This design comes from an exercise in tuning for small area on the open sky130 flow, not from production work.
The RTL was checked by simulation tests, not by an equivalence proof against the original design.
No activity file was given, so power comes from the tool's default toggle rates.

===== flow/constraint.sdc =====
create_clock -name core_clock -period 8.0 [get_ports {clk}]
set_input_delay 1.6000 -clock core_clock [delete_from_list [all_inputs] [get_ports {clk}]]
set_output_delay 1.6000 -clock core_clock [all_outputs]
set_load 0.01 [all_outputs]

===== flow/config.mk =====
export PLATFORM = sky130hd
export DESIGN_NAME = mtm_Alu
export DESIGN_NICKNAME = mtm_Alu
export VERILOG_FILES = /design/flow/design.v
export SDC_FILE = /design/flow/constraint.sdc
export NUM_CORES = 4
export LEC_CHECK = 0
export CAP_MARGIN = 20
export CORE_MARGIN = 2
export CORE_UTILIZATION = 40
export SLEW_MARGIN = 20

===== flow/run.sh =====
#!/bin/bash
# synth_recipe.tcl (not shown) runs the flow's synth.tcl, then flattens the netlist and writes it again
# the make line also repeats each setting of config.mk as NAME=value (left out here)
make -C /OpenROAD-flow-scripts/flow DESIGN_CONFIG=/design/flow/config.mk WORK_HOME=/design/flow/orfs CLKGATE_MAP_FILE= SYNTH_SCRIPT=/design/flow/synth_recipe.tcl finish

===== flow/design.v =====
module mtm_Alu (
    input  wire clk,    
    input  wire rst_n,  
    input  wire sin,    
    output reg  sout    
);
reg  [3:0]  bc;
reg  [3:0]  pc;
reg  [1:0]  cd;       
reg  [3:0]  lf;       
reg  [3:0]  M;        
reg         e;        
reg  [31:0] X;
reg  [31:0] H;        
wire busy  = pc[3] & pc[2];
wire pc8   = pc[3] & !pc[2];
wire bc10  = (bc == 4'd10);
wire ferr  = !busy && ((bc == 4'd1 && (pc8 ? !sin : sin)) || (bc10 && !sin));
wire pay   = !busy && bc >= 4'd2 && bc <= 4'd9;
wire ldr   = !busy && pc8 && bc10;               
wire        arith = M[2];
wire        sub   = M[0];
wire [31:0] yb    = H ^ {32{sub}};
wire [32:0] cc;
wire [31:0] sum;
assign cc[0] = sub;
genvar gi;
generate for (gi = 0; gi < 32; gi = gi + 1) begin : rca
    assign sum[gi]  = X[gi] ^ yb[gi] ^ cc[gi];
    assign cc[gi+1] = (X[gi] & yb[gi]) | (X[gi] & cc[gi]) | (yb[gi] & cc[gi]);
end endgenerate
wire [31:0] R     = arith ? sum : (sub ? (X | H) : (X & H));
wire        cyr   = cc[32] ^ sub;
reg  [2:0] spc;
reg  [3:0] sbc;
reg  [2:0] oc;        
reg        z;
reg        fC, fR;
wire sidle = spc[2] & (spc[1] | spc[0]);
wire spc4  = spc[2] & !spc[1] & !spc[0];
wire sdata = !sidle && !spc4 && sbc >= 4'd2 && sbc <= 4'd9;
wire go    = sidle && (cd[1] || (cd[0] && (!M[3] || e)));
reg cbit;
always @* begin
    if (!M[3]) begin
        case (sbc)
            4'd2: cbit = 1'b0;
            4'd3: cbit = fC;
            4'd4: cbit = !fC && fR;
            4'd5: cbit = z;
            4'd6: cbit = sub ? fC : fR;
            default: cbit = oc[2];
        endcase
    end else begin
        case (sbc)
            4'd2: cbit = M[3];
            4'd3: cbit = M[2];
            4'd4: cbit = M[1];
            4'd5: cbit = M[0];
            4'd6: cbit = M[2];
            4'd7: cbit = M[1];
            4'd8: cbit = M[0];
            default: cbit = 1'b1;
        endcase
    end
end
reg  obit;
always @* begin
    if (sbc == 4'd0) obit = 1'b0;
    else if (sbc == 4'd1) obit = spc4;
    else if (sbc == 4'd10) obit = 1'b1;
    else if (!spc4) obit = H[31];
    else obit = cbit;
end
always @(posedge clk) begin
    if (!rst_n) begin
        bc <= 4'd0; pc <= 4'd0; cd <= 2'd0;
        spc <= 3'd7; sout <= 1'b1;
    end else begin
        cd <= busy ? pc[1:0] : 2'd0;
        if (bc != 4'd0 || !sin) begin
            if (ferr) begin
                bc <= 4'd1; pc <= 4'd14;
            end else if (bc10) begin
                bc <= 4'd0;
                if (busy) pc <= 4'd0;
                else if (!pc8) pc <= pc + 4'd1;
                else if (lf == 4'd0) begin pc <= 4'd13; bc <= 4'd9; end
                else begin pc <= 4'd15; bc <= 4'd1; end
            end else bc <= bc + 4'd1;
        end
        if (sidle) begin
            sout <= 1'b1;
            if (go) begin
                sbc <= 4'd0;
                spc <= (cd[1] || M[3] || M[1]) ? 3'd4 : 3'd0;
            end
        end else begin
            sout <= obit;
            if (sbc == 4'd10) begin
                sbc <= 4'd0;
                spc <= spc + 3'd1;
            end else sbc <= sbc + 4'd1;
        end
    end
end
always @(posedge clk) begin
    if (pc == 4'd0 && bc < 4'd9)
        lf <= 4'd0;
    else if (pay) begin
        lf <= {lf[2:0], 1'b0} ^ (lf[3] ? 4'b0011 : 4'b0000) ^
              (((pc8 && bc == 4'd2) || sin) ? ((pc == 4'd4 && bc <= 4'd8) ? 4'b1111 : 4'b0011) : 4'b0000);
    end
    if (go && cd[1]) M <= {1'b1, !cd[0], cd[0], 1'b0};
    else if (go && !M[3] && M[1]) M <= 4'b1001;
    else if (pay && pc8 && bc <= 4'd5) M <= {M[2:0], sin};
    if (pay && pc8) begin
        if (bc == 4'd6) e <= M[3] && (M[2:0] == 3'b010 || M[2:0] == 3'b100) && (sin == M[2]);
        else if (bc == 4'd7) e <= e && (sin == M[1]);
        else if (bc == 4'd8) e <= e && !sin;
        else if (bc == 4'd9) e <= e && sin;
    end
    if (pay && pc[3:2] == 2'b00) X <= {X[30:0], sin};
    if (ldr) H <= R;
    else if ((pay && pc[3:2] == 2'b01) || sdata) H <= {H[30:0], sin};
    if (ldr) begin
        fC <= arith && cyr;
        fR <= arith && R[31];
    end
    if (spc == 3'd0 && sbc == 4'd2) begin
        oc <= 3'd0;
        z <= arith && !H[31];
    end else begin
        if (sdata || (spc4 && sbc >= 4'd2 && sbc <= 4'd6))
            oc <= {oc[1:0], 1'b0} ^ ((oc[2] ^ obit) ? 3'b011 : 3'b000);
        else if (spc4 && sbc >= 4'd7 && sbc <= 4'd9)
            oc <= {oc[1:0], 1'b0};
        if (sdata) z <= z && !H[31];
    end
end
endmodule

==> run_results.csv, run 1 <==
group,metric,value,unit
yosys,ys.flop_type,"edfxtp_1",
worst_setup_path,worst_path_most_repeated_cell,"fa_2",
place,hpwl,8350,um
yosys,synth_seq_cells,97,
sta,worst_pin_slew,0.694,ns
finish,nets,713,
yosys,synth-seq-area-share,0.436,
clock_tree,cts_buffers,9,
clock_tree,clock-sinks,97,
finish,ff_latch_area,2680,um^2
job,maxCapViolCount,0,
power_and_ir_drop,power_density,253,nW/um^2
place,finalWeightedCongestion,0.851,
finish,diodes,0,
worst_setup_path,path_max_fanout,4,
drt,via_per_inst,5.27,
drt,drt-initial-drc-count,308,
grt,antenna_found_initial,0,
sta,finalSetupViolCount,14,
worst_setup_path,slowest_delay,0.53,ns
finish,fillers,1379,
die,core-area,15100,um^2
place,port_buffers,3,
sta,rsz0062_at_grt,"yes",
power_and_ir_drop,p_leak,2.65,nW
drt,vias,4552,
hold_path,min_path_cells,2,
clock_tree,tritoncts,"done",
yosys,synth_cell_types,58,
finish,instances_no_fill,864,
power_and_ir_drop,ir_drop,0.129,mV
grt,grt-ovfl-total,0,
power_and_ir_drop,finalPower,1.75,mW
worst_setup_path,worstSetupPathDepth,36,
yosys,syn-num-nets,703,
worst_setup_path,critPathBufInv,1,
sta,report.final.slew_viol_count,0,
worst_setup_path,reg2reg_depth,36,
yosys,synth_edf_count,74,
sta,slew_headroom,0.537,
drt,post_drt_wl_per_cell,14.5,um
die,start_util,0.406,
hold_path,hold_class,"flip-flop to flip-flop",
sta,worst_slack,-3.90,ns
finish,fin_util,0.456,
place,dpl.cell_count,847,
die,ios,4,
drt,drt_wl_total,12500,um
grt,grt_use_total,0.163,
finish,area_growth,12.2,%
yosys,yosys_warnings,1,
clock_tree,cts_htree_levels,3,
worst_setup_path,cp.arrival,11.98,ns
sta,timing.final.crit_period,11.90,ns
worst_setup_path,crit_required,8.08,ns
die,die-area,16400,um^2
drt,drc,0,
clock_tree,ctsRootBufferMaster,"clkbuf_16",
worst_setup_path,crit_path_start_kind,"flip-flop",
yosys,postSynthAreaPerCell,9.31,um^2
sta,period_share,1.49,
yosys,synthArstFlopShare,0,
finish,drive_above_1_share,0.138,
sta,fin_skew,0.00587,ns
grt,grt_max_degree,70,
yosys,syn-cell-area,6150,um^2
yosys,synth_cells,661,
sta,final_hold_viol_count,0,
die,rows,45,
die,fp.dieW,128,um
run_status,so_faults,"negative setup slack",
clock_tree,clkTransAtPathRegs,0.07,ns
drt,firstDrtPassIters,4,
grt,first_global_vias,4499,
worst_setup_path,cp-end-kind,"flip-flop",
worst_setup_path,r2r_setup_slack,-3.90,ns
worst_setup_path,critPathSlowestCell,"fa_2",
run_status,outcome,"finished with violations",
sta,max_freq,0.0840,GHz
worst_setup_path,worst-setup-path-type,"flip-flop to flip-flop",
worst_setup_path,cpLargestDelayFamily,"adder cells",
clock_tree,postCtsHoldBufs,0,
clock_tree,clkLatencyLatePin,0.35,ns
finish,multi_input_comb_area,3160,um^2
die,die_height,128,um
clock_tree,max-clock-path-buffers,2,
drt,ant_nets,0,
grt,grt_pass1_wl,21500,um
timing repair:
| item | CTS | global route |
|---|---|---|
| setup buffers | 1 | 0 |
| pin swaps | 3 | 1 |
| resized for setup | 7 | 0 |
| endpoints found under the setup margin | 14 | 14 |
| cloned | 0 | 0 |
kinds of logic after synthesis:
group	after synthesis	share of synthesized area
mux	5	0.00813
flops	97	0.436
buf+inv	110	0.0685
xor+xnor	44	0.0626
compound gates	164	0.157
simple gates	202	0.151
fa+ha+maj	39	0.117
final cells by class:
type,count,share of cell area
Clock buffer,11,0.0337
Inverter,75,0.0408
Timing Repair Buffer,34,0.0386
Tap cell,188,0.0341
Sequential cell,97,0.389
Multi-Input combinational cell,454,0.458
Clock inverter,5,0.00598
registers in the layout (all words and copies together) (netlist names), 2 cells and up:
name	count
pc	4
X	32
spc	3
oc	3
M	4
bc	4
lf	4
sbc	4
H	32
cd	2
per-stage QoR:
stage	TNS, ns	hold WS [ns]	cell area [um^2]	worst slack (ns)
4_1_cts	-31.46	0.469	6900	-3.92
5_1_grt	-34.59	0.492	6900	-4.18
3_5_place_dp	-32.33	0.460	6600	-3.99
3_3_place_gp	-30.15	0.450	6600	-3.78
2_1_floorplan	-30.11	0.436	6270	-3.75
6_report	-31.04	0.470	6900	-3.90
cells in the mapped netlist, drive strengths merged, types with 2 or more instances:
master	n	area, um^2
or4	2	15.0
o221ai	3	32.5
nor2b	4	25.0
and2	2	12.5
edfxtp	74	2220
o22ai	2	12.5
a31oi	5	37.5
and3	6	43.8
a2bb2oi	2	17.5
a21oi	83	419
buf	9	42.5
inv	75	282
a211oi	6	45.0
xor2	7	61.3
nand2	57	214
nand2b	8	50.1
mux2i	5	50.1
nor4	3	18.8
o211ai	4	30.0
nor2	64	240
nand4	3	18.8
xnor2	37	324
or3	3	18.8
dfxtp	23	460
nand3	4	20.0
clkbuf	26	97.6
nor3	40	200
o21ai	45	225
fa	31	621
ha	8	100
metal layers:
| metal | GRT usage | up-vias | part of all wire |
|---|---|---|---|
| met3 | 0.0255 | 19 | 0.024 |
| met2 | 0.268 | 48 | 0.48 |
| met4 | 0.0646 | 0 | 0.018 |
| li1 | - | 2286 | - |
| met5 | 0 | - | 0 |
| met1 | 0.218 | 2199 | 0.48 |
report_power, final:
group | internal [mW] | switching [mW] | leakage (nW) | total (mW)
Sequential | 0.585 | 0.0382 | 0.862 | 0.623
Clock | 0.214 | 0.194 | 0.134 | 0.408
Combinational | 0.326 | 0.391 | 1.66 | 0.717
Total | 1.12 | 0.624 | 2.65 | 1.75
layout by cell type (no fill, tap or decap), types with 4 or more instances in the layout:
master,n
a211oi_1,6
a21oi_1,82
a31oi_1,4
and3_1,4
buf_4,30
clkbuf_16,9
clkinv_4,4
dfxtp_1,22
edfxtp_1,74
fa_2,31
ha_1,8
inv_1,73
mux2i_1,5
nand2_1,56
nand2b_1,8
nand3_1,4
nor2_1,64
nor3_1,39
o211ai_1,4
o21ai_0,42
xnor2_1,37
xor2_1,5
worst paths after layout:
path                                          from                  to
worst max-delay path                H[0]$_DFFE_PP_     H[31]$_DFFE_PP_
worst max register to register      H[0]$_DFFE_PP_     H[31]$_DFFE_PP_
worst min-delay path            oc[2]$_SDFFE_PP0P_  oc[2]$_SDFFE_PP0P_
worst min register to register  oc[2]$_SDFFE_PP0P_  oc[2]$_SDFFE_PP0P_
worst reg2reg max path, delay by kind of cell, from the launching register on:
kind	cells	cell delay, ns
fa+ha+maj	31	10.73
flops	1	0.44
compound gates	2	0.24
simple gates	2	0.17
buf+inv	1	0.04
==> run 2, diff against run 1 <==
--- a/flow/design.v
+++ b/flow/design.v
@@ -20,17 +20,20 @@
 wire ldr   = !busy && pc8 && bc10;               
 wire        arith = M[2];
 wire        sub   = M[0];
+reg         c16;
 wire [31:0] yb    = H ^ {32{sub}};
 wire [32:0] cc;
 wire [31:0] sum;
-assign cc[0] = sub;
+assign cc[0]  = sub;
 genvar gi;
 generate for (gi = 0; gi < 32; gi = gi + 1) begin : rca
-    assign sum[gi]  = X[gi] ^ yb[gi] ^ cc[gi];
-    assign cc[gi+1] = (X[gi] & yb[gi]) | (X[gi] & cc[gi]) | (yb[gi] & cc[gi]);
+    wire ci = (gi == 16) ? c16 : cc[gi];
+    assign sum[gi]  = X[gi] ^ yb[gi] ^ ci;
+    assign cc[gi+1] = (X[gi] & yb[gi]) | (X[gi] & ci) | (yb[gi] & ci);
 end endgenerate
 wire [31:0] R     = arith ? sum : (sub ? (X | H) : (X & H));
 wire        cyr   = cc[32] ^ sub;
+wire        ldh   = (pc == 4'd13) && bc[0];      
 reg  [2:0] spc;
 reg  [3:0] sbc;
 reg  [2:0] oc;        
@@ -121,9 +124,12 @@
         else if (bc == 4'd9) e <= e && sin;
     end
     if (pay && pc[3:2] == 2'b00) X <= {X[30:0], sin};
-    if (ldr) H <= R;
+    if (ldr) begin
+        H[15:0] <= R[15:0];
+        c16 <= cc[16];
+    end else if (ldh) H[31:16] <= R[31:16];
     else if ((pay && pc[3:2] == 2'b01) || sdata) H <= {H[30:0], sin};
-    if (ldr) begin
+    if (ldh) begin
         fC <= arith && cyr;
         fR <= arith && R[31];
     end
--- a/flow/config.mk
+++ b/flow/config.mk
@@ -8,4 +8,5 @@
 export CAP_MARGIN = 20
 export CORE_MARGIN = 2
 export CORE_UTILIZATION = 40
+export CTS_BUF_LIST = sky130_fd_sc_hd__clkbuf_8
 export SLEW_MARGIN = 20
==> run 2 against run 1 <==
  * The run now finishes clean
  * Sequential share of layout area up 2.9 points
  * Cell area decreased by 5.9%
  * Critical path depth down 15
  * Synthesized cell count shrank 7.7%
  * Sequential power increased by 0.6%
  * Register-to-register slack improved by 4.5 ns
  * Largest power group is now registers
==> run_results.csv, run 2 <==
group,metric,value,unit
drt,wl_met3,403,um
worst_setup_path,cp.arrival,7.56,ns
place,hpwl,7840,um
worst_setup_path,critPathSlowestCell,"fa_1",
worst_setup_path,critPathBufInv,1,
clock_tree,cts_resized,0,
power_and_ir_drop,power_density,238,nW/um^2
clock_tree,postCtsHoldBufs,0,
finish,biggestRegsByFlops,"H: 32 flops, X: 32 flops",
grt,antenna_found_initial,0,
sta,rsz0062_at_grt,"no",
yosys,synth_cells,610,
sta,finalSetupViolCount,0,
finish,nets,642,
yosys,yosys_warnings,1,
worst_setup_path,crit_chain,"xor2_1 > fa_1 > inv_1 > fa_1 > fa_1 > fa_1 > fa_1 > fa_1 > fa_1 > fa_1 > fa_1 > fa_1 > fa_1 > fa_1 > fa_1 > fa_1 > fa_1 > fa_1 > nor2_1 > nor2_1 > o21ai_0",
grt,grt_max_degree,59,
die,rows,45,
drt,drt_wl_total,11900,um
yosys,syn-num-nets,653,
drt,dr_wl_met2,5510,um
grt,grt_pass1_wl,20300,um
worst_setup_path,worst-setup-path-type,"flip-flop to flip-flop",
yosys,synth.area.top_cells,"edfxtp_1 (37%), fa_1 (10%), dfxtp_1 (7.5%)",
worst_setup_path,path_max_fanout,4,
power_and_ir_drop,ir_drop,0.123,mV
clock_tree,clock-sinks,98,
sta,final_hold_viol_count,0,
clock_tree,cts_htree_levels,3,
worst_setup_path,worst_path_most_repeated_cell,"fa_1",
drt,vias,4255,
die,die-area,16300,um^2
worst_setup_path,crit_required,8.12,ns
sta,setup_tns,0,ns
place,finalWeightedCongestion,0.858,
hold_path,hold_class,"flip-flop to flip-flop",
yosys,synth_seq_cells,98,
yosys,synth_edf_count,75,
worst_setup_path,startpoint,"H[16]$_DFFE_PP_",
die,fp.dieW,128,um
run_status,outcome,"timing/DRC/antenna clean",
worst_setup_path,r2r_start,"H[16]$_DFFE_PP_",
finish,instances_no_fill,792,
drt,drc,0,
worst_setup_path,slowest_delay,0.49,ns
die,start_util,0.405,
yosys,synth.most_common_cell,"edfxtp_1",
clock_tree,max-clock-path-buffers,2,
finish,mostFrequentLayoutCells,"edfxtp_1 (75), nor2_1 (63), nand2_1 (56)",
drt,post_drt_wl_per_cell,15.0,um
die,ios,4,
finish,diodes,0,
finish,area_growth,6.22,%
worst_setup_path,crit_path_start_kind,"flip-flop",
place,dpl.cell_count,776,
sta,worst_pin_slew,0.644,ns
hold_path,holdCritStartpoint,"oc[0]$_SDFFE_PP0P_",
yosys,synthArstFlopShare,0,
yosys,ys.flop_type,"edfxtp_1",
yosys,syn-cell-area,6120,um^2
die,core-area,15100,um^2
drt,drt-initial-drc-count,274,
clock_tree,cts_buffers,9,
drt,highest_layer,"met4",
yosys,synth_area_leader_cell,"edfxtp_1",
job,maxCapViolCount,0,
clock_tree,clkLatencyLatePin,0.38,ns
power_and_ir_drop,finalPower,1.54,mW
sta,timing.final.crit_period,7.44,ns
sta,slew_headroom,0.571,
sta,report.final.slew_viol_count,0,
finish,drive_above_1_share,0.0480,
worst_setup_path,cpLargestDelayFamily,"adder cells",
grt,grt_use_total,0.156,
finish,layout_commonest_cell,"edfxtp_1",
finish,ff_latch_area,2710,um^2
clock_tree,clkTransAtPathRegs,0.09,ns
yosys,synth-seq-area-share,0.444,
finish,fillers,1444,
yosys,yosys.area.top_type_share,0.368,
power_and_ir_drop,p_leak,2.40,nW
worst_setup_path,r2r_setup_slack,0.56,ns
grt,grt-ovfl-total,0,
clock_tree,ctsRootBufferMaster,"clkbuf_8",
sta,period_share,0.929,
sta,max_freq,0.134,GHz
drt,firstDrtPassIters,6,
yosys,ys_top_cells_by_count,"edfxtp_1 (75), nor2_1 (63), nand2_1 (56)",
clock_tree,cts_setup_buffers,0,
yosys,postSynthAreaPerCell,10.0,um^2
drt,via_per_inst,5.37,
worst_setup_path,cp-end-kind,"flip-flop",
sta,fin_skew,0.0128,ns
clock_tree,tritoncts,"done",
finish,multi_input_comb_area,3090,um^2
grt,first_global_vias,4191,
drt,drt-met1-wl,5730,um
yosys,synth_cell_types,58,
drt,ant_nets,0,
die,die_height,128,um
place,port_buffers,3,
[run 2: cell count changes in the layout (fill, tap and decap cells not counted), sizes merged, moves of 6 or more]
cell | previous run | this run
a21oi | 83 | 53
inv | 76 | 49
maj3 | 0 | 27
nor3 | 40 | 14
buf | 31 | 8
nand3 | 4 | 10
[run 2: kinds of logic (layout without fill, tap and decap cells)]
group / Yosys count / after routing / share of synthesized area
AOI/OAI and AO/OA: 136 / 136 / 0.132
xor gates and xnor gates: 44 / 44 / 0.0630
adders and majority gates: 67 / 67 / 0.164
buffers and inverters: 79 / 73 / 0.0513
DFF: 98 / 98 / 0.444
muxes: 8 / 8 / 0.0143
and+or+nand+nor: 178 / 178 / 0.132
[run 2: layer usage]
metal,up-vias,GRT usage
li1,2087,-
met1,2077,0.217
met2,77,0.243
met3,14,0.0317
met4,0,0.0588
met5,-,0
[run 2: final cells by class]
| type | instances | area share |
|---|---|---|
| Clock buffer | 10 | 0.0212 |
| Multi-Input combinational cell | 433 | 0.476 |
| Timing Repair Buffer | 11 | 0.0139 |
| Inverter | 46 | 0.0266 |
| Sequential cell | 98 | 0.418 |
| Tap cell | 188 | 0.0362 |
| Clock inverter | 6 | 0.00809 |
[run 2: path summary, 6_finish.rpt]
kind / endpoint / cells past startpoint
setup / recovery: H[31]$_DFFE_PP_ / 21
hold / removal: oc[0]$_SDFFE_PP0P_ / 1
setup reg to reg: H[31]$_DFFE_PP_ / 21
hold reg to reg: oc[0]$_SDFFE_PP0P_ / 1
[run 2: worst register-to-register path: stages, from the launching register on]
cell      delay, ns
edfxtp_1       0.44
xor2_1         0.20
fa_1           0.20
inv_1          0.05
fa_1           0.39
fa_1           0.39
fa_1           0.40
fa_1           0.41
fa_1           0.41
fa_1           0.41
fa_1           0.40
fa_1           0.40
fa_1           0.40
fa_1           0.39
fa_1           0.39
fa_1           0.39
fa_1           0.39
fa_1           0.39
fa_1           0.49
nor2_1         0.05
nor2_1         0.12
o21ai_0        0.09
[run 2: metrics by stage]
stage | utilization | hold WS [ns] | instance area [um^2] | setup slack (ns)
after floorplan | - | 0.449 | 6120 | 0.586
after global placement | 0.418 | 0.463 | 6310 | 0.688
after detailed placement | 0.418 | 0.470 | 6310 | 0.651
after global routing | 0.431 | 0.511 | 6500 | 0.224
final | 0.431 | 0.489 | 6500 | 0.565
after CTS | 0.431 | 0.492 | 6500 | 0.590
[run 2: where the power goes]
part           total [mW]  internal, mW  switching [mW]
sequential          0.627         0.588          0.0392
clock               0.320         0.149           0.171
combinational       0.596         0.268           0.327
total                1.54          1.01           0.538
==> run 3, diff against run 2 <==
--- a/flow/config.mk
+++ b/flow/config.mk
@@ -8,5 +8,4 @@
 export CAP_MARGIN = 20
 export CORE_MARGIN = 2
 export CORE_UTILIZATION = 40
-export CTS_BUF_LIST = sky130_fd_sc_hd__clkbuf_8
 export SLEW_MARGIN = 20
==> run 3 against run 2 <==
  * Still clean on timing, DRC and antenna
  * Sequential power hardly changed
  * Hold slack got worse by 0.0059 ns
  * Register-to-register slack is essentially flat
  * Critical path depth stayed put
  * Flip-flop and latch count is the same
  * Clock power is 36% higher
  * Total power increased by 7.3%
  * Largest cell class unchanged
==> run_results.csv, run 3 <==
group,metric,value,unit
finish,mostFrequentLayoutCells,"edfxtp_1 (75), nor2_1 (63), nand2_1 (56)",
yosys,synthArstFlopShare,0,
worst_setup_path,crit_required,8.08,ns
drt,vias,4205,
sta,worst_pin_slew,0.646,ns
hold_path,hold_class,"flip-flop to flip-flop",
clock_tree,cts_buffers,9,
sta,slew_headroom,0.569,
power_and_ir_drop,power_density,251,nW/um^2
sta,fin_skew,0.00935,ns
die,start_util,0.405,
yosys,synth_seq_cells,98,
job,maxCapViolCount,0,
yosys,ys.flop_type,"edfxtp_1",
worst_setup_path,path_max_fanout,4,
sta,finalSetupViolCount,0,
sta,timing.final.crit_period,7.43,ns
yosys,synth_cells,610,
sta,report.final.slew_viol_count,0,
yosys,yosys.area.top_type_share,0.368,
yosys,synth-seq-area-share,0.444,
clock_tree,tritoncts,"done",
grt,grt_use_total,0.156,
clock_tree,clock-sinks,98,
grt,antenna_found_initial,0,
clock_tree,clkTransAtPathRegs,0.06,ns
finish,instances_no_fill,792,
grt,grt_pass1_wl,20300,um
run_status,outcome,"timing/DRC/antenna clean",
finish,fin_util,0.437,
yosys,synth.most_common_cell,"edfxtp_1",
sta,rsz0062_at_grt,"no",
place,port_buffers,3,
clock_tree,ctsRootBufferMaster,"clkbuf_16",
yosys,ys_top_cells_by_count,"edfxtp_1 (75), nor2_1 (63), nand2_1 (56)",
drt,drc,0,
worst_setup_path,worst-setup-path-type,"flip-flop to flip-flop",
clock_tree,clkLatencyLatePin,0.35,ns
die,rows,45,
worst_setup_path,cp.arrival,7.51,ns
finish,multi_input_comb_area,3090,um^2
die,fp.dieW,128,um
clock_tree,cts_resized,0,
sta,setup_tns,0,ns
finish,fillers,1432,
yosys,yosys_warnings,1,
finish,biggestRegsByFlops,"H: 32 flops, X: 32 flops",
yosys,syn-cell-area,6120,um^2
drt,via_per_inst,5.31,
clock_tree,max-clock-path-buffers,2,
finish,diodes,0,
power_and_ir_drop,p_leak,2.43,nW
power_and_ir_drop,ir_drop,0.129,mV
finish,area_growth,7.88,%
die,core-area,15100,um^2
place,hpwl,7840,um
finish,layout_commonest_cell,"edfxtp_1",
clock_tree,cts_setup_buffers,0,
die,ios,4,
clock_tree,cts_htree_levels,3,
drt,drt-initial-drc-count,242,
drt,firstDrtPassIters,5,
place,dpl.cell_count,776,
yosys,postSynthAreaPerCell,10.0,um^2
grt,grt_max_degree,59,
yosys,syn-num-nets,653,
finish,drive_above_1_share,0.0480,
die,die-area,16300,um^2
sta,max_freq,0.135,GHz
sta,final_hold_viol_count,0,
yosys,synth.area.top_cells,"edfxtp_1 (37%), fa_1 (10%), dfxtp_1 (7.5%)",
yosys,synth_area_leader_cell,"edfxtp_1",
grt,grt-ovfl-total,0,
sta,period_share,0.929,
drt,post_drt_wl_per_cell,14.9,um
finish,ff_latch_area,2710,um^2
finish,nets,642,
grt,first_global_vias,4218,
drt,drt_wl_total,11800,um
worst_setup_path,crit_path_start_kind,"flip-flop",
yosys,synth_edf_count,75,
place,finalWeightedCongestion,0.858,
clock_tree,postCtsHoldBufs,0,
sta,timing.hold.ws,0.483,ns
die,die_height,128,um
drt,ant_nets,0,
yosys,synth_cell_types,58,
worst_setup_path,cp-end-kind,"flip-flop",
## run 3: changes by cell type in the layout (fill, tap and decap cells not counted), sizes merged
cell	previous run	this run
clkbuf	10	14
inv	49	45
## run 3: stage by stage
stage / instance area (um^2) / setup slack (ns) / power [mW]
after floorplan: 6120 / 0.586 / 1.12
after global placement: 6310 / 0.688 / 1.21
after detailed placement: 6310 / 0.651 / 1.23
after CTS: 6600 / 0.587 / 1.68
after global routing: 6600 / 0.226 / 1.79
final: 6600 / 0.568 / 1.66
## run 3: final timing paths
check,startpoint,to,slack (ns),cells past startpoint
min,oc[0]$_SDFFE_PP0P_,oc[0]$_SDFFE_PP0P_,0.48,1
min reg2reg,oc[0]$_SDFFE_PP0P_,oc[0]$_SDFFE_PP0P_,0.48,1
max reg2reg,H[16]$_DFFE_PP_,H[31]$_DFFE_PP_,0.57,21
max,H[16]$_DFFE_PP_,H[31]$_DFFE_PP_,0.57,21
## run 3: kinds of logic after synthesis
kind of cell,count (synthesis),share of synthesized area
adder cells (fa/ha/maj),67,0.164
flip-flops,98,0.444
XOR/XNOR,44,0.0630
multiplexers,8,0.0143
buffers and inverters,79,0.0513
AO/OA/AOI/OAI,136,0.132
AND/OR/NAND/NOR,178,0.132
## run 3: layer usage
metal / GRT usage / up-vias / share of wire
li1: - / 2090 / -
met5: 0 / - / 0
met1: 0.214 / 2044 / 0.49
met3: 0.0255 / 14 / 0.024
met4: 0.0685 / 0 / 0.020
met2: 0.246 / 57 / 0.46
## run 3: final cells by class
type                            instances  area share
Timing Repair Buffer                   11      0.0137
Tap cell                              188      0.0357
Sequential cell                        98       0.411
Clock inverter                          2     0.00569
Clock buffer                           14      0.0385
Multi-Input combinational cell        433       0.469
Inverter                               46      0.0262
## run 3: critical path: stages, from the launching register on
cell and delay, ns:
edfxtp_1 0.43, xor2_1 0.20, fa_1 0.20, inv_1 0.05, fa_1 0.39, fa_1 0.39
fa_1 0.40, fa_1 0.41, fa_1 0.41, fa_1 0.41, fa_1 0.39, fa_1 0.40
fa_1 0.40, fa_1 0.39, fa_1 0.39, fa_1 0.39, fa_1 0.39, fa_1 0.38
fa_1 0.49, nor2_1 0.05, nor2_1 0.12, o21ai_0 0.09
## run 3: power by group
group	internal, mW	switching (mW)	leakage [nW]	total (mW)
logic	0.268	0.326	1.43	0.594
clock network	0.252	0.182	0.137	0.434
registers	0.588	0.0394	0.869	0.628
==> run 4, diff against run 3 <==
--- a/flow/config.mk
+++ b/flow/config.mk
@@ -8,4 +8,5 @@
 export CAP_MARGIN = 20
 export CORE_MARGIN = 2
 export CORE_UTILIZATION = 40
+export CTS_BUF_LIST = sky130_fd_sc_hd__clkbuf_8 sky130_fd_sc_hd__clkbuf_4
 export SLEW_MARGIN = 20
==> run 4 against run 3 <==
  * Flip-flop and latch count stayed put
  * Critical endpoint unchanged
  * Synthesized cell count stayed put
  * Clock power is 22% lower
  * Global-route usage hardly changed
  * Still clean on timing, DRC and antenna
  * Core utilization is 0.57 points lower
  * Clock-buffer cell count stayed put
  * First-iteration DRC count is 4.1% higher
  * Cell area is 1.3% lower
  * Clock skew is 0.0067 ns higher
  * Via count is 0.64% higher
  * Cell count stayed put
  * Sequential share of layout area is 0.55 points higher
==> run_results.csv, run 4 <==
group,metric,value,unit
die,rows,45,
die,fp.dieW,128,um
die,die_height,128,um
finish,biggestRegsByFlops,"H: 32 flops, X: 32 flops",
grt,grt_pass1_wl,20300,um
finish,drive_above_1_share,0.0546,
worst_setup_path,reg2reg_depth,21,
worst_setup_path,worst-setup-path-type,"flip-flop to flip-flop",
clock_tree,cts_htree_levels,3,
worst_setup_path,slowest_delay,0.49,ns
sta,worst_pin_slew,0.633,ns
clock_tree,max-clock-path-buffers,2,
worst_setup_path,cpLargestDelayFamily,"adder cells",
yosys,synth_cell_types,58,
worst_setup_path,r2r_setup_slack,0.56,ns
sta,timing.hold.ws,0.489,ns
yosys,synth_area_leader_cell,"edfxtp_1",
clock_tree,cts_resized,0,
drt,drc,0,
place,hpwl,7840,um
power_and_ir_drop,p_leak,2.40,nW
place,dpl.cell_count,776,
die,start_util,0.405,
sta,period_share,0.929,
clock_tree,cts_setup_buffers,0,
clock_tree,clock-sinks,98,
place,finalWeightedCongestion,0.858,
yosys,synth_seq_cells,98,
yosys,ys_top_cells_by_count,"edfxtp_1 (75), nor2_1 (63), nand2_1 (56)",
yosys,synth_cells,610,
finish,mostFrequentLayoutCells,"edfxtp_1 (75), nor2_1 (63), nand2_1 (56)",
grt,first_global_vias,4210,
yosys,synth.area.top_cells,"edfxtp_1 (37%), fa_1 (10%), dfxtp_1 (7.5%)",
worst_setup_path,cp-end-kind,"flip-flop",
sta,slew_headroom,0.578,
worst_setup_path,critPathSlowestCell,"fa_1",
finish,layout_commonest_cell,"edfxtp_1",
clock_tree,postCtsHoldBufs,0,
sta,rsz0062_at_grt,"no",
drt,drt-initial-drc-count,252,
finish,area_growth,6.46,%
sta,worst_slack,0.564,ns
grt,grt-ovfl-total,0,
job,maxCapViolCount,0,
worst_setup_path,cp.arrival,7.56,ns
yosys,ys.flop_type,"edfxtp_1",
grt,grt_use_total,0.156,
drt,ant_nets,0,
worst_setup_path,critPathBufInv,1,
yosys,yosys_warnings,1,
sta,timing.final.crit_period,7.44,ns
clock_tree,clkTransAtPathRegs,0.09,ns
yosys,syn-cell-area,6120,um^2
worst_setup_path,path_max_fanout,4,
yosys,syn-num-nets,653,
clock_tree,tritoncts,"done",
drt,via_per_inst,5.34,
drt,post_drt_wl_per_cell,15.0,um
sta,report.final.slew_viol_count,0,
power_and_ir_drop,ir_drop,0.123,mV
drt,drt_wl_total,11900,um
hold_path,hold_class,"flip-flop to flip-flop",
clock_tree,ctsRootBufferMaster,"clkbuf_8",
yosys,synthArstFlopShare,0,
finish,diodes,0,
sta,finalSetupViolCount,0,
drt,vias,4232,
hold_path,min_to,"oc[0]$_SDFFE_PP0P_",
run_status,outcome,"timing/DRC/antenna clean",
power_and_ir_drop,power_density,240,nW/um^2
yosys,postSynthAreaPerCell,10.0,um^2
worst_setup_path,r2r_start,"H[16]$_DFFE_PP_",
grt,antenna_found_initial,0,
worst_setup_path,crit_required,8.12,ns
hold_path,min_path_cells,1,
sta,final_hold_viol_count,0,
place,place_ws,0.651,ns
die,die-area,16300,um^2
yosys,yosys.area.top_type_share,0.368,
hold_path,holdCritStartpoint,"oc[0]$_SDFFE_PP0P_",
finish,nets,642,
worst_setup_path,crit_path_start_kind,"flip-flop",
sta,fin_skew,0.0160,ns
worst_setup_path,crit_chain,"xor2_1 > fa_1 > inv_1 > fa_1 > fa_1 > fa_1 > fa_1 > fa_1 > fa_1 > fa_1 > fa_1 > fa_1 > fa_1 > fa_1 > fa_1 > fa_1 > fa_1 > fa_1 > nor2_1 > nor2_1 > o21ai_0",
sta,max_freq,0.134,GHz
finish,instances_no_fill,792,
place,port_buffers,3,
sta,setup_tns,0,ns
clock_tree,cts_buffers,9,
die,core-area,15100,um^2
worst_setup_path,reg2reg_to,"H[31]$_DFFE_PP_",
die,ios,4,
drt,firstDrtPassIters,5,
yosys,synth-seq-area-share,0.444,
yosys,synth.most_common_cell,"edfxtp_1",
yosys,synth_edf_count,75,
grt,grt_max_degree,59,
clock_tree,clkLatencyLatePin,0.39,ns
worst_setup_path,worst_path_most_repeated_cell,"fa_1",
-- run 4: changes by cell type in the layout (fill, tap and decap cells not counted) --
cell	change
clkbuf_16	-9
clkbuf_8	+9
clkbuf_1	-4
clkbuf_4	+4
-- run 4: layout make-up --
cell class                 instances  area [um^2]
fill                            1444         8580
multi-input combinational        433         3090
sequential                        98         2710
tap                              188          235
inverter                          46          173
clock buffer                      14          168
timing repair buffer              11         90.1
clock inverter                     2         37.5
-- run 4: logic make-up (layout without fill, tap and decap cells) --
family	Yosys count	in the layout	synth area share
AND/OR/NAND/NOR	178	178	0.132
AO/OA/AOI/OAI	136	136	0.132
flip-flops	98	98	0.444
buffers and inverters	79	73	0.0513
adder cells (fa/ha/maj)	67	67	0.164
XOR/XNOR	44	44	0.0630
multiplexers	8	8	0.0143
-- run 4: worst max-delay path by stage --
| stage | startpoint | to | slack (ns) | cells after the start |
|---|---|---|---|---|
| after global routing | H[16]$_DFFE_PP_ | H[31]$_DFFE_PP_ | 0.22 | 21 |
| after global placement | H[16]$_DFFE_PP_ | H[31]$_DFFE_PP_ | 0.69 | 21 |
| after detailed placement | H[16]$_DFFE_PP_ | H[31]$_DFFE_PP_ | 0.65 | 21 |
| after floorplan | M[0]$_SDFFE_PP0P_ | H[31]$_DFFE_PP_ | 0.59 | 22 |
| final | H[16]$_DFFE_PP_ | H[31]$_DFFE_PP_ | 0.56 | 21 |
| after CTS | H[16]$_DFFE_PP_ | H[31]$_DFFE_PP_ | 0.59 | 21 |
-- run 4: metrics by stage --
step	power [mW]	cell area, um^2	utilization
5_1_grt	1.70	6510	0.432
3_5_place_dp	1.23	6310	0.418
6_report	1.56	6510	0.432
2_1_floorplan	1.12	6120	-
3_3_place_gp	1.21	6310	0.418
4_1_cts	1.58	6510	0.432
-- run 4: worst register-to-register path, delay by kind of cell (launching register included) --
| kind | cells | cell delay, ns |
|---|---|---|
| DFF | 1 | 0.44 |
| adders and majority gates | 16 | 6.25 |
| buffers and inverters | 1 | 0.05 |
| and+or+nand+nor | 2 | 0.18 |
| AOI/OAI and AO/OA | 1 | 0.09 |
| xor gates and xnor gates | 1 | 0.20 |
-- run 4: power breakdown --
| group | leakage, nW | switching, mW | internal [mW] |
|---|---|---|---|
| Clock | 0.105 | 0.172 | 0.168 |
| Combinational | 1.43 | 0.327 | 0.268 |
| Sequential | 0.869 | 0.0391 | 0.588 |
| Total | 2.40 | 0.538 | 1.02 |
-- run 4: layer usage --
metal  global-route usage  share of wire  vias to the layer above
met5                    0              0                        -
met4               0.0588          0.017                        0
met3               0.0317          0.032                       14
met2                0.246           0.47                       75
met1                0.215           0.48                     2054
li1                     -              -                     2089

[separate check: timing with driven ports]
No port has a modelled driver above. Below, the same layouts with a new extraction and two added sets of constraints. Step 1, drivers: a clkbuf_16 drives clk and a buf_2 each remaining input, both assumed. Step 2 adds t to the input delays and takes it off the output delays; t is the mean of the earliest and latest rising clock arrival at the registers after step 1. Input paths then give back, and output paths get back, about the clock's delay inside the block. a / b / c = no drivers / after step 1 / after step 2; a / b = the first two.
run | t, ns | slack for setup (ns) | worst setup path after step 2 | worst slew at a driven data input, ns
run 1 | 0.385 | -3.898 / -3.898 / -3.898 | register to register | 0.03
run 2 | 0.414 | 0.565 / 0.565 / 0.565 | register to register | 0.03
run 3 | 0.387 | 0.568 / 0.568 / 0.568 | register to register | 0.03
run 4 | 0.413 | 0.564 / 0.564 / 0.564 | register to register | 0.03
